This is an optimization exercise on Yosys and OpenROAD, whose aim is small area and a short achievable clock period, not a production implementation.
The RTL was checked by simulation tests, not by an equivalence proof against the original design.
Power figures rest on the tool's default switching activity, not on a simulated workload.

==> flow/design.v, too long to show whole: its modules and the start of the top module <==
// module c_inv: 4 lines
// module c_nand2: 4 lines
// module c_nand3: 4 lines
// module c_nand4: 4 lines
// module c_nor2: 4 lines
// module c_nor3: 4 lines
// module c_xor2: 4 lines
// module c_xnor2: 4 lines
// module c_maj3: 4 lines
// module c_a21oi: 4 lines
// module c_o21ai: 4 lines
// module c_aoi22: 4 lines
// module c_aoi222: 4 lines
// module c_hold: 4 lines
// module c_ha: 5 lines
// module add32_ks: 430 lines
// module add32_bk: 304 lines
// module dec5: 24 lines
// module rbit: 18 lines
// module rbit_f: 20 lines
// module riscv: 108 lines
module riscv(clk, rst, imem_addr, imem_rdata, dmem_addr, dmem_wdata, dmem_we, dmem_rdata);
  // ...
==> flow/flow/run.sh <==
#!/bin/bash
# Layout flow: the standard ORFS flow (standard.sh, unchanged synthesis),
# run with these differences:
#  - before floorplanning (flow/downsize.tcl), every logic cell is set to its
#    smallest drive strength, so only timing repair sizes cells up, and the
#    register read decoders start at drive 2 / 4;
#  - input/output ports are buffered with buf_1 cells (repair may size them);
#  - clock tree synthesis runs with the same clustering as config.mk sets,
#    without dummy loads.
# The SDC and clock period are the design's. The make run writes its full
# output to standard.log here; ORFS's per-step logs are under orfs/logs.
set -euo pipefail
export PRE_FLOORPLAN_TCL="$(pwd)/flow/downsize.tcl"
export BUFFER_PORTS_ARGS="-buffer_cell sky130_fd_sc_hd__buf_1"
export SETUP_SLACK_MARGIN=14.5
export GRT_SETUP_SLACK_MARGIN=13
export PRE_GLOBAL_ROUTE_TCL="$(pwd)/flow/grt_margin.tcl"
export CTS_ARGS="-sink_clustering_enable -repair_clock_nets -sink_clustering_size 14 -sink_clustering_max_diameter 45 -buf_list sky130_fd_sc_hd__clkbuf_8 -dont_use_dummy_load"
bash standard.sh > standard.log 2>&1
==> flow/flow/downsize.tcl <==
# Start the layout from the smallest drive strength of every logic cell:
# each combinational cell is replaced by the member of its family (same
# function and pins, another _N suffix) with the least area. Timing repair
# later sizes up the cells on paths that need it. Flip-flops are left alone.
set db [ord::get_db]
set dont_use {}
if { [info exists ::env(DONT_USE_CELLS)] } { set dont_use $::env(DONT_USE_CELLS) }
set swapped 0
foreach inst [[ord::get_db_block] getInsts] {
  set master [$inst getMaster]
  set name [$master getName]
  if { ![regexp {^(sky130_fd_sc_hd__[a-z0-9]+)_([0-9]+)$} $name -> base size] } { continue }
  if { [regexp {__(s?e?df|dl|conb|tap|fill|decap|diode)} $base] } { continue }
  set best $master
  set best_area [expr { [$master getWidth] * [$master getHeight] }]
  foreach s {0 1 2 4} {
    set cand [$db findMaster ${base}_$s]
    if { $cand eq "NULL" || [lsearch -exact $dont_use ${base}_$s] >= 0 } { continue }
    set a [expr { [$cand getWidth] * [$cand getHeight] }]
    if { $a < $best_area } { set best $cand; set best_area $a }
  }
  if { $best ne $master } {
    $inst swapMaster $best
    incr swapped
  }
}
puts "downsize: $swapped cells swapped to a smaller size"

# The register read decoders (dec_rs1, dec_rs2) start larger: their outputs
# drive one gate in each of 16 bit slices of a read port.
proc size_driver { pattern size } {
  set db [ord::get_db]
  set n 0
  foreach net [[ord::get_db_block] getNets] {
    if { ![string match $pattern [$net getName]] } { continue }
    foreach it [$net getITerms] {
      if { ![$it isOutputSignal] } { continue }
      set inst [$it getInst]
      set name [[$inst getMaster] getName]
      if { [regexp {^(sky130_fd_sc_hd__[a-z0-9]+)_([0-9]+)$} $name -> base s] } {
        set cand [$db findMaster ${base}_$size]
        if { $cand ne "NULL" } { $inst swapMaster $cand; incr n }
      }
    }
  }
  return $n
}
set sized 0
foreach d {dec_rs1 dec_rs2} {
  incr sized [size_driver "$d.an*" 2]
  incr sized [size_driver "$d.lo*" 2]
  incr sized [size_driver "$d.hi*" 2]
  incr sized [size_driver "$d.o*" 2]
}
# The rs2 read port's last stage (nor3, net bn) drives the store data output
# and the general adder: drive 2, not 1, so its load stays in the library's
# max-capacitance limit.
incr sized [size_driver "bn*" 2]
puts "downsize: $sized read-decoder and read-port cells sized up"
==> flow/flow/grt_margin.tcl <==
# Global-route stage: repair only setup slack below GRT_SETUP_SLACK_MARGIN,
# not the full margin used before, so the more pessimistic global-route
# parasitics do not trigger another round of sizing.
if { [info exists ::env(GRT_SETUP_SLACK_MARGIN)] } {
  set ::env(SETUP_SLACK_MARGIN) $::env(GRT_SETUP_SLACK_MARGIN)
}
==> flow/standard.sh <==
#!/bin/bash
# synth_recipe.tcl (not shown) runs the flow's synth.tcl, then flattens the netlist and writes it again
# the make line also repeats each setting of config.mk as NAME=value (left out here)
make -C /OpenROAD-flow-scripts/flow DESIGN_CONFIG=/design/flow/config.mk WORK_HOME=/design/flow/orfs CLKGATE_MAP_FILE= SYNTH_SCRIPT=/design/flow/synth_recipe.tcl "${@:-finish}"
==> flow/config.mk <==
export PLATFORM = sky130hd
export DESIGN_NAME = riscv
export DESIGN_NICKNAME = riscv
export VERILOG_FILES = /design/flow/design.v
export SDC_FILE = /design/flow/constraint.sdc
export NUM_CORES = 4
export LEC_CHECK = 0
export CAP_MARGIN = 20
export CELL_PAD_IN_SITES_DETAIL_PLACEMENT = 1
export CORE_MARGIN = 2
export CORE_UTILIZATION = 55
export CTS_BUF_LIST = sky130_fd_sc_hd__clkbuf_8
export CTS_CLUSTER_DIAMETER = 45
export CTS_CLUSTER_SIZE = 14
export PLACE_DENSITY = 0.65
export SLEW_MARGIN = 20
export SYNTH_HIERARCHICAL = 1
export SYNTH_MINIMUM_KEEP_SIZE = 0
==> flow/constraint.sdc <==
create_clock -name core_clock -period 30.0 [get_ports {clk}]
set_input_delay 6.0000 -clock core_clock [delete_from_list [all_inputs] [get_ports {clk}]]
set_output_delay 6.0000 -clock core_clock [all_outputs]
set_load 0.01 [all_outputs]
==> impl_metrics.ini, run 1 <==
[power_and_ir_drop]
ir_drop_mv = 0.0440
powerDensity_nw_per_um2 = 45.6
pwr-share-clk = 0.352
p_int_uw = 1750

[layout]
inverters = 98
seq_share = 0.387
multi_input_area_um2 = 26500
clk_share = 0.0312
buffers_excl_clock = 352
final_cells = 6237
n_fill_cell = 9410
fin_util = 0.624

[clock_tree]
ctsHoldBuffers = 0
cts_tree = built
clock_latency_ps = 860

[timing]
tns_ps = 0
fin_skew_ps = 107
drv_slew = 0

[die]
rows = 107
die_h_um = 296
core-area_um2 = 84900

[setup_path]
crit_chain = buf_1, inv_2, nand2_2, nor2_2, a222oi_1, nand4_1, nor3_2, inv_1, buf_1
setup.worst_path.end = dmem_wdata[13]
critical-path-top-delay-family = simple AND/OR/NAND/NOR gates
required_ps = 24000
cp.depth = 9

[routing]
met1_length_mm = 82.4
wl_per_cell_um = 37.0
avgViaCountPerCell = 8.20
top_layer_used = met5
route.vias.total = 51100

[synthesis]
syn_inst = 4749
synth_area_per_cell_um2 = 9.88
yosysWarnings = 7

[global_routing]
grt_usage = 0.506

[run_status]
status = complete, no violations

[job]
cap_violations = 0

[place]
gp_congestion = 1.05
preCtsSetupSlack_ps = 13200
==> run 2: changes to the inputs <==
--- a/flow/flow/run.sh
+++ b/flow/flow/run.sh
@@ -14,5 +14,5 @@
 export BUFFER_PORTS_ARGS="-buffer_cell sky130_fd_sc_hd__buf_1"
 export SETUP_SLACK_MARGIN=14.5
-export GRT_SETUP_SLACK_MARGIN=13
+export GRT_SETUP_SLACK_MARGIN=14.5
 export PRE_GLOBAL_ROUTE_TCL="$(pwd)/flow/grt_margin.tcl"
 export CTS_ARGS="-sink_clustering_enable -repair_clock_nets -sink_clustering_size 14 -sink_clustering_max_diameter 45 -buf_list sky130_fd_sc_hd__clkbuf_8 -dont_use_dummy_load"
==> run 2 against run 1 <==
  * Sequential share of layout area fell by 0.88 points
  * First-iteration DRC count rose by 8.0%
  * Clock-buffer cell count did not move
  * Synthesized area did not move
  * Via count rose by 3.4%
  * Critical endpoint is now dmem_addr[21]
  * Largest power group unchanged
==> impl_metrics.ini, run 2 <==
[clock_tree]
htree_levels = 3
cts_tree = built
clkTransAtPathRegs_ps = 60
cts_buffer_depth = 3
cts_sinks = 1024
cts_root_buffer = clkbuf_8
clock_latency_ps = 870
cts_buffers = 120

[synthesis]
synth_area_per_cell_um2 = 9.88
syn_inst = 4749
netlist_area_um2 = 46900
yosysWarnings = 7
syn_nets = 4843

[power_and_ir_drop]
p_leak_uw = 0.0203
ir_drop_mv = 0.0451
powerDensity_nw_per_um2 = 44.9

[place]
dp.final_hpwl_mm = 154
place_inst = 6032
gp_congestion = 1.05
portBuffers = 162

[layout]
final_cell_mix = dfxtp_1 (1024), a22o_1 (995), a22oi_1 (533)
final_cells = 6303
largest_reg_flops = 992
area_delta_synth_final_pct = 15.5
reg_top3 = regs.x (992), pc (32)
drive_above_1_share = 0.159
nNetsFinal = 5249
regMostFlops = regs.x
final_common_cell = dfxtp_1

[job]
cap_violations = 0

[global_routing]
grt_usage = 0.506
grt_max_degree = 56
grt_pass1_vias = 49800
antenna_found_initial = 9
grt_overflow = 0
grt_pass1_wl_mm = 334

[routing]
final_antenna_net_count = 0
drt_pre_antenna_iters = 11
drc = 0
route.vias.total = 52900
drt_wl_total_mm = 244
drtIter0Drc = 10500
wl_per_cell_um = 38.6
avgViaCountPerCell = 8.39

[timing]
drv_slew = 0
tns_ps = 0
hold_viol = 0
fin_skew_ps = 97.0
period_share = 0.532
finalCriticalPeriod_ps = 15970
worst_slew_pin_slew_ps = 1300
setup_viol = 0
timing.fmax_mhz = 62.6
rsz0062_at_grt = yes
max-slew-margin-rel = 0.133

[setup_path]
startpoint_type = primary input
end_kind = output port
required_ps = 24000
worstSetupPathType = in -> out
arrival_ps = 9970
crit_fanout = 7

[die]
start_util = 0.553
fp.dieW_um = 296
die_area_um2 = 87600
rows = 107
core-area_um2 = 84900
io_pins = 163
die_h_um = 296

[min_path]
hold_path.class = reg -> reg

[run_status]
status = complete, no violations
run 2: stage by stage:
stage	hold slack (ps)	worst slack, ps	utilization	power (uW)	cell area [um^2]
floorplan	461	15470	-	1480	46900
detailed placement	481	13200	0.587	1570	49800
CTS	501	14470	0.622	2380	52800
global route	518	14090	0.638	2470	54200
global placement	474	13360	0.585	1560	49700
finish	507	14030	0.638	2430	54200
run 2: worst paths after layout:
kind | startpoint | endpoint | slack (ps) | cells past startpoint
worst max-delay path | imem_rdata[18] | dmem_addr[21] | 14030 | 17
worst min-delay path | regs[28].x[22] | regs[28].x[22] | 510 | 1
worst max register to register | regs[13].x[0] | regs[10].x[31] | 22820 | 23
worst min register to register | regs[28].x[22] | regs[28].x[22] | 510 | 1
run 2: worst max-delay path, stage by stage:
cell	delay (ps)
buf_6	170
inv_2	130
nand3_4	140
buf_12	140
nor2_4	70
buf_4	160
a22oi_1	470
nand4_1	570
nor2_2	340
nand3_1	160
a21oi_1	230
o21ai_1	160
a21oi_2	280
o21ai_1	130
a21oi_2	340
xnor2_2	240
buf_1	190
run 2: layout make-up:
type / count / area [um^2]
diodes: 6 / 15.0
repair buffers: 416 / 3100
inverters: 98 / 373
well taps: 1144 / 1430
flip-flops and latches: 1024 / 20500
multi-input cells: 3495 / 27100
clock buffers: 120 / 1650
fillers: 9245 / 30700
run 2: metal layers:
metal	wire, um	vias up	part of all wire	global-route usage
met2	103000	5155	0.42	0.773
met5	48	-	0.00020	0
li1	-	20500	-	-
met4	18000	8	0.074	0.257
met1	83300	25700	0.34	0.610
met3	38700	1465	0.16	0.209
run 2: power breakdown:
part | internal, uW | switching, uW | total, uW | leakage (uW)
clock | 351 | 504 | 854 | 0.000863
sequential | 1370 | 6.56 | 1370 | 0.00825
combinational | 44.6 | 161 | 206 | 0.0112
total | 1760 | 672 | 2430 | 0.0203
run 2: timing repair:
item                                    in CTS  in global routing
pin swaps                                   49                 65
hold buffers                                 0                  0
gates cloned                                 1                  5
endpoints found under the setup margin      31                 56
buffers inserted                            70                 64
gates resized for setup                    128                143
==> run 3: changes to the inputs <==
==> flow/flow/run.sh (replaced) <==
#!/bin/bash
# Layout flow: the standard ORFS flow (standard.sh, unchanged synthesis),
# run with these differences:
#  - before floorplanning (flow/downsize.tcl), every logic cell is set to its
#    smallest drive strength, so only timing repair sizes cells up, and the
#    register read decoders start at drive 2 / 4 and the rs2 read port last
#    stage at drive 2;
#  - input/output ports are buffered with buf_2 cells (repair may size them);
#  - clock tree synthesis runs with the same clustering as config.mk sets,
#    without dummy loads.
# The SDC and clock period are the design's. The make run writes its full
# output to standard.log here; ORFS's per-step logs are under orfs/logs.
set -euo pipefail
export PRE_FLOORPLAN_TCL="$(pwd)/flow/downsize.tcl"
export BUFFER_PORTS_ARGS="-buffer_cell sky130_fd_sc_hd__buf_2"
export SETUP_SLACK_MARGIN=14.5
export GRT_SETUP_SLACK_MARGIN=13
export PRE_GLOBAL_ROUTE_TCL="$(pwd)/flow/grt_margin.tcl"
export CTS_ARGS="-sink_clustering_enable -repair_clock_nets -sink_clustering_size 14 -sink_clustering_max_diameter 45 -buf_list sky130_fd_sc_hd__clkbuf_8 -dont_use_dummy_load"
bash standard.sh > standard.log 2>&1
--- a/flow/flow/downsize.tcl
+++ b/flow/flow/downsize.tcl
@@ -51,5 +51,5 @@
   incr sized [size_driver "$d.lo*" 2]
   incr sized [size_driver "$d.hi*" 2]
-  incr sized [size_driver "$d.o*" 2]
+  incr sized [size_driver "$d.o*" 4]
 }
 # The rs2 read port's last stage (nor3, net bn) drives the store data output
==> run 3 against run 2 <==
  * Largest power group unchanged
  * Setup slack improved by 73 ps
  * Core utilization decreased by 0.98 points
  * Critical endpoint is now dmem_addr[24]
  * Largest cell class unchanged
  * Combinational power is 7% lower
  * Highest routed layer unchanged
  * Still clean
==> impl_metrics.ini, run 3 <==
[run_status]
status = complete, no violations

[power_and_ir_drop]
p_leak_uw = 0.0203
ir_drop_mv = 0.0489
powerDensity_nw_per_um2 = 45.7

[setup_path]
crit_buf_inv = 6
arrival_ps = 9890
startpoint_type = primary input
end_kind = output port
reg2reg_setup_slack_ps = 22840
r2r-end = regs[19].x[31]
r2r_start = pc[3]
required_ps = 24000
crit_chain = buf_4, inv_2, nand3_4, buf_12, nor2_4, buf_12, a22oi_1, nand4_1, nor2_1, nand3_1, a21oi_2, o21ai_1, a21oi_2, inv_1, a21oi_2, xnor2_1, buf_2
reg2reg_depth = 33
critPathSlowestCell = nand4_1
crit_top_cell = a21oi_2
cpPeakStageDelay_ps = 410
worstSetupPathType = in -> out
critical-path-top-delay-family = compound AO/OA/AOI/OAI gates
crit_fanout = 10

[global_routing]
grt_pass1_vias = 49200
grt_max_degree = 62
antenna_found_initial = 8
grt_pass1_wl_mm = 324
grt_overflow = 0
grt_usage = 0.475

[place]
preCtsSetupSlack_ps = 13640
place_inst = 6019
portBuffers = 162
gp_congestion = 1.06
dp.final_hpwl_mm = 151
dpl_cell_area_um2 = 50500

[layout]
reg_top3 = regs.x (992), pc (32)
final_common_cell = dfxtp_1
area_delta_synth_final_pct = 12.9
stdcell_area_um2 = 53700
drive_above_1_share = 0.161
regMostFlops = regs.x
nNetsFinal = 5182
final_cell_mix = dfxtp_1 (1024), a22o_1 (995), a22oi_1 (537)
largest_reg_flops = 992
final_cells = 6234

[timing]
tns_ps = 0
drv_slew = 0
worst_slack_ps = 14110
rsz0062_at_grt = no
hold_viol = 0
fin_skew_ps = 76.7
finalCriticalPeriod_ps = 15900
worst_slew_pin_slew_ps = 1280
timing.fmax_mhz = 62.9
period_share = 0.530
setup_viol = 0
max-slew-margin-rel = 0.145

[clock_tree]
cts_buffer_depth = 3
cts_tree = built
ctsHoldBuffers = 0
cts_root_buffer = clkbuf_8
cts_buffers = 131
htree_levels = 4
clock_latency_ps = 870
cts_sinks = 1024
clkTransAtPathRegs_ps = 70

[synthesis]
syn_nets = 4843
yosysWarnings = 7
netlist_area_um2 = 47500
synth_area_per_cell_um2 = 10.0
syn_inst = 4749

[routing]
avgViaCountPerCell = 8.03
drc = 0
route.vias.total = 50100
drtIter0Drc = 9396
wl_per_cell_um = 35.5
final_antenna_net_count = 0
drt_wl_total_mm = 221
drt_pre_antenna_iters = 14

[die]
core-area_um2 = 85400
start_util = 0.556
io_pins = 163
rows = 107
die_area_um2 = 88800
fp.dieW_um = 298
die_h_um = 298

[min_path]
hold_path_startpoint = regs[11].x[20]
hold-path-endpoint = regs[11].x[20]
hold_depth = 1
hold_path.class = reg -> reg

[job]
cap_violations = 0
==> run 3: per-stage QoR <==
step                power (uW)  hold WS (ps)  utilization
global route              2500           518        0.628
global placement          1570           474        0.590
floorplan                 1490           461            -
detailed placement        1570           480        0.592
finish                    2450           503        0.628
CTS                       2430           499        0.628
==> run 3: layout make-up <==
type,count,area (um^2)
Fill cell,9276,31800
Multi-Input combinational cell,3491,26900
Sequential cell,1024,20500
Timing Repair Buffer,342,2660
Clock buffer,131,1800
Tap cell,1144,1430
Inverter,98,368
Antenna cell,4,10.0
==> run 3: worst register-to-register path: cells and delay by family (launching register included) <==
family	cells	cell delay, ps
buffers and inverters	1	260
DFF	1	320
adders and majority gates	28	5520
AOI/OAI and AO/OA	3	730
xor gates and xnor gates	1	220
==> run 3: repair_timing <==
action,4_1_cts,5_1_grt
gates resized for setup,88,0
endpoints found under the setup margin,30,0
setup buffers,77,0
==> run 3: how the worst max path moves through the flow <==
stage,from,endpoint,slack [ps],cells after the start
3_3_place_gp,imem_rdata[17],dmem_addr[24],13750,15
2_1_floorplan,imem_rdata[16],dmem_addr[28],15460,13
5_1_grt,imem_rdata[18],dmem_addr[21],14040,18
4_1_cts,imem_rdata[18],dmem_addr[24],14480,18
6_report,imem_rdata[18],dmem_addr[24],14110,17
3_5_place_dp,imem_rdata[16],dmem_addr[24],13640,16
==> run 3: report_power, final <==
| group | switching, uW | internal, uW |
|---|---|---|
| Clock | 501 | 386 |
| Combinational | 151 | 40.3 |
| Sequential | 6.24 | 1370 |
==> run 3: layer usage <==
metal  global-route usage  share of wire
met4                0.233          0.054
met1                0.587           0.37
met3                0.186           0.14
met5                    0        0.00014
met2                0.722           0.43
==> run 4: changes to the inputs <==
--- a/flow/flow/run.sh
+++ b/flow/flow/run.sh
@@ -5,5 +5,5 @@
 #    smallest drive strength, so only timing repair sizes cells up, and the
 #    register read decoders start at drive 2 / 4 and the rs2 read port last
-#    stage at drive 2;
+#    two stages at drive 2;
 #  - input/output ports are buffered with buf_2 cells (repair may size them);
 #  - clock tree synthesis runs with the same clustering as config.mk sets,
--- a/flow/flow/downsize.tcl
+++ b/flow/flow/downsize.tcl
@@ -57,3 +57,5 @@
 # max-capacitance limit.
 incr sized [size_driver "bn*" 2]
+# ... and the stage before it (nand4/nand3, nets m) as well.
+incr sized [size_driver "rd_bit*rb.m*" 2]
 puts "downsize: $sized read-decoder and read-port cells sized up"
==> run 4 against run 3 <==
  * Via count is 2.3% lower
  * Wire length shrank 1.7%
  * Critical path depth shrank 1
  * Core utilization decreased by 1.0 points
  * Register-to-register slack about the same
  * Sequential share of layout area barely moved
  * Worst hold slack better by 1.6 ps
  * Highest routed layer is now met4
  * Synthesized cell count unchanged
  * Critical endpoint is now dmem_addr[20]
==> impl_metrics.ini, run 4 <==
[timing]
max-slew-margin-rel = 0.200
whs_ps = 504
rsz0062_at_grt = no
hold_viol = 0
worst_slew_pin_slew_ps = 1200
fin_skew_ps = 128
period_share = 0.526
tns_ps = 0
setup_viol = 0
finalCriticalPeriod_ps = 15770
timing.fmax_mhz = 63.4
drv_slew = 0

[setup_path]
arrival_ps = 9770
required_ps = 24000
crit_chain = buf_2, nand2_2, buf_6, nor2_4, buf_12, a22oi_1, nand4_1, nor2_4, nand3_1, a21oi_1, o21ai_1, a21oi_1, o21ai_1, a21oi_1, xnor2_1, buf_2
critPathSlowestCell = nor2_4
crit_top_cell = a21oi_1
crit_buf_inv = 4
worstSetupPathType = in -> out
r2r-end = regs[26].x[31]
startpoint_type = primary input
critical-path-top-delay-family = simple AND/OR/NAND/NOR gates
cpPeakStageDelay_ps = 390
reg2reg_setup_slack_ps = 22840
end_kind = output port
reg2reg_depth = 33
crit_fanout = 16
r2r_start = pc[2]

[die]
core-area_um2 = 86800
io_pins = 163
fp.dieW_um = 300
start_util = 0.554
rows = 108
die_area_um2 = 89800
die_h_um = 300

[synthesis]
syn_inst = 4749
netlist_area_um2 = 48100
synth_area_per_cell_um2 = 10.1
yosysWarnings = 7
syn_nets = 4843

[global_routing]
grt_usage = 0.465
grt_max_degree = 49
grt_pass1_vias = 47600
grt_overflow = 0
antenna_found_initial = 7
grt_pass1_wl_mm = 320

[power_and_ir_drop]
p_int_uw = 1740
comb_power_share = 0.078
p_leak_uw = 0.0203
seq_power_share = 0.576
p_sw_frac = 0.268
ir_drop_mv = 0.0432
power.switching_uw = 638
powerDensity_nw_per_um2 = 44.4
pwr-share-clk = 0.346

[min_path]
hold_path.class = reg -> reg
hold_depth = 1
hold_path_startpoint = regs[10].x[12]
hold-path-endpoint = regs[10].x[12]

[layout]
final_cell_mix = dfxtp_1 (1024), a22o_1 (995), a22oi_1 (537)
drive_above_1_share = 0.171
nNetsFinal = 5146
regMostFlops = regs.x
ff_latch_area_um2 = 20500
area_delta_synth_final_pct = 11.5
reg_top3 = regs.x (992), pc (32)
largest_reg_flops = 992
multi_input_area_um2 = 27400
final_common_cell = dfxtp_1
n_fill_cell = 9491

[clock_tree]
cts_tree = built
cts_buffers = 117
cts_root_buffer = clkbuf_8
clock_latency_ps = 850
cts_sinks = 1024
htree_levels = 3
ctsHoldBuffers = 0
clkTransAtPathRegs_ps = 60
cts_buffer_depth = 3

[place]
gp_congestion = 1.06
portBuffers = 162
dp.final_hpwl_mm = 156

[routing]
drt_wl_total_mm = 217
wl_per_cell_um = 35.0
final_antenna_net_count = 0
avgViaCountPerCell = 7.87
drt_pre_antenna_iters = 12
drtIter0Drc = 8235
route.vias.total = 48900
drc = 0

[job]
cap_violations = 0

[run_status]
status = complete, no violations
## run 4: repair_timing
action / in CTS / in global routing
endpoints found under the setup margin: 30 / 0
gates resized for setup: 88 / 0
buffers inserted: 51 / 0
## run 4: worst register-to-register path, delay by kind of cell, from the launching register on
family	cells	cell delay (ps)
AOI/OAI and AO/OA	3	900
buffers and inverters	1	270
xor gates and xnor gates	1	180
DFF	1	350
adders and majority gates	28	5420
## run 4: power by group through the flow
stage / Clock (uW) / Sequential [uW] / Combinational, uW
6_report: 825 / 1370 / 185
5_1_grt: 878 / 1370 / 187
4_1_cts: 824 / 1370 / 175
3_5_place_dp: 0 / 1400 / 170
3_3_place_gp: 0 / 1400 / 166
2_1_floorplan: 0 / 1400 / 88.9
## run 4: routing by layer
| layer | vias to the layer above | part of all wire | GRT usage | routed length, um |
|---|---|---|---|---|
| met3 | 755 | 0.13 | 0.141 | 28200 |
| met4 | 0 | 0.057 | 0.225 | 12400 |
| met2 | 3478 | 0.43 | 0.705 | 94000 |
| li1 | 20300 | - | - | - |
| met1 | 24400 | 0.38 | 0.603 | 82700 |
| met5 | - | 0 | 0 | 0 |
## run 4: worst max path at each step
stage          cells after the start      startpoint  slack [ps]       endpoint
2_1_floorplan                     13  imem_rdata[16]       15460  dmem_addr[28]
3_5_place_dp                      14  imem_rdata[17]       13760  dmem_addr[16]
3_3_place_gp                      16  imem_rdata[16]       13840  dmem_addr[24]
5_1_grt                           17  imem_rdata[15]       14120  dmem_addr[23]
4_1_cts                           17  imem_rdata[15]       14480  dmem_addr[31]
6_report                          16  imem_rdata[15]       14230  dmem_addr[20]
## run 4: through the flow
step / instance area (um^2) / total power [uW] / utilization / setup WS (ps) / std cells
2_1_floorplan: 48100 / 1490 / - / 15460 / 4749
3_3_place_gp: 51000 / 1570 / 0.588 / 13840 / 6035
3_5_place_dp: 51100 / 1570 / 0.589 / 13760 / 6036
4_1_cts: 53600 / 2370 / 0.618 / 14480 / 6205
5_1_grt: 53600 / 2440 / 0.618 / 14120 / 6211
6_report: 53600 / 2380 / 0.618 / 14230 / 6214
## run 4: cell type report
class,count,area share
Sequential cell,1024,0.382
Multi-Input combinational cell,3490,0.512
Timing Repair Buffer,321,0.0416
Clock buffer,117,0.0300
Antenna cell,9,0.000420
Tap cell,1155,0.0270
Inverter,98,0.00686

==> afterwards: timing with drivers on the ports <==
No port has a modelled driver above. Below, the same layouts with a new extraction and two added sets of constraints. Step 1 assumes that a clkbuf_16 drives the clock port and a buf_2 every other input. Step 2 moves the port delays by t, midway between the first and last clock arrival at a register: inputs arrive t later, outputs are due t later. That takes back most of the time a late clock gives input paths. a / b / c = ideal ports / drivers / drivers and shift; a / b = the first two.
run | t, ns | setup WS [ns] | latest minus earliest clock arrival (ns) | worst slew at a driven data input, ns
run 1 | 0.879 | 13.913 / 13.876 / 13.876 | 0.107 / 0.107 | 0.14
run 2 | 0.894 | 14.032 / 13.981 / 13.981 | 0.097 / 0.097 | 0.21
run 3 | 0.896 | 14.105 / 14.075 / 14.075 | 0.077 / 0.076 | 0.05
run 4 | 0.856 | 14.231 / 14.207 / 14.207 | 0.128 / 0.128 | 0.14
After both steps setup and hold are still met in every run listed. The setup slack of run 2, which loses most, moves by -0.051 ns with the drivers and by -0.051 ns with both steps.
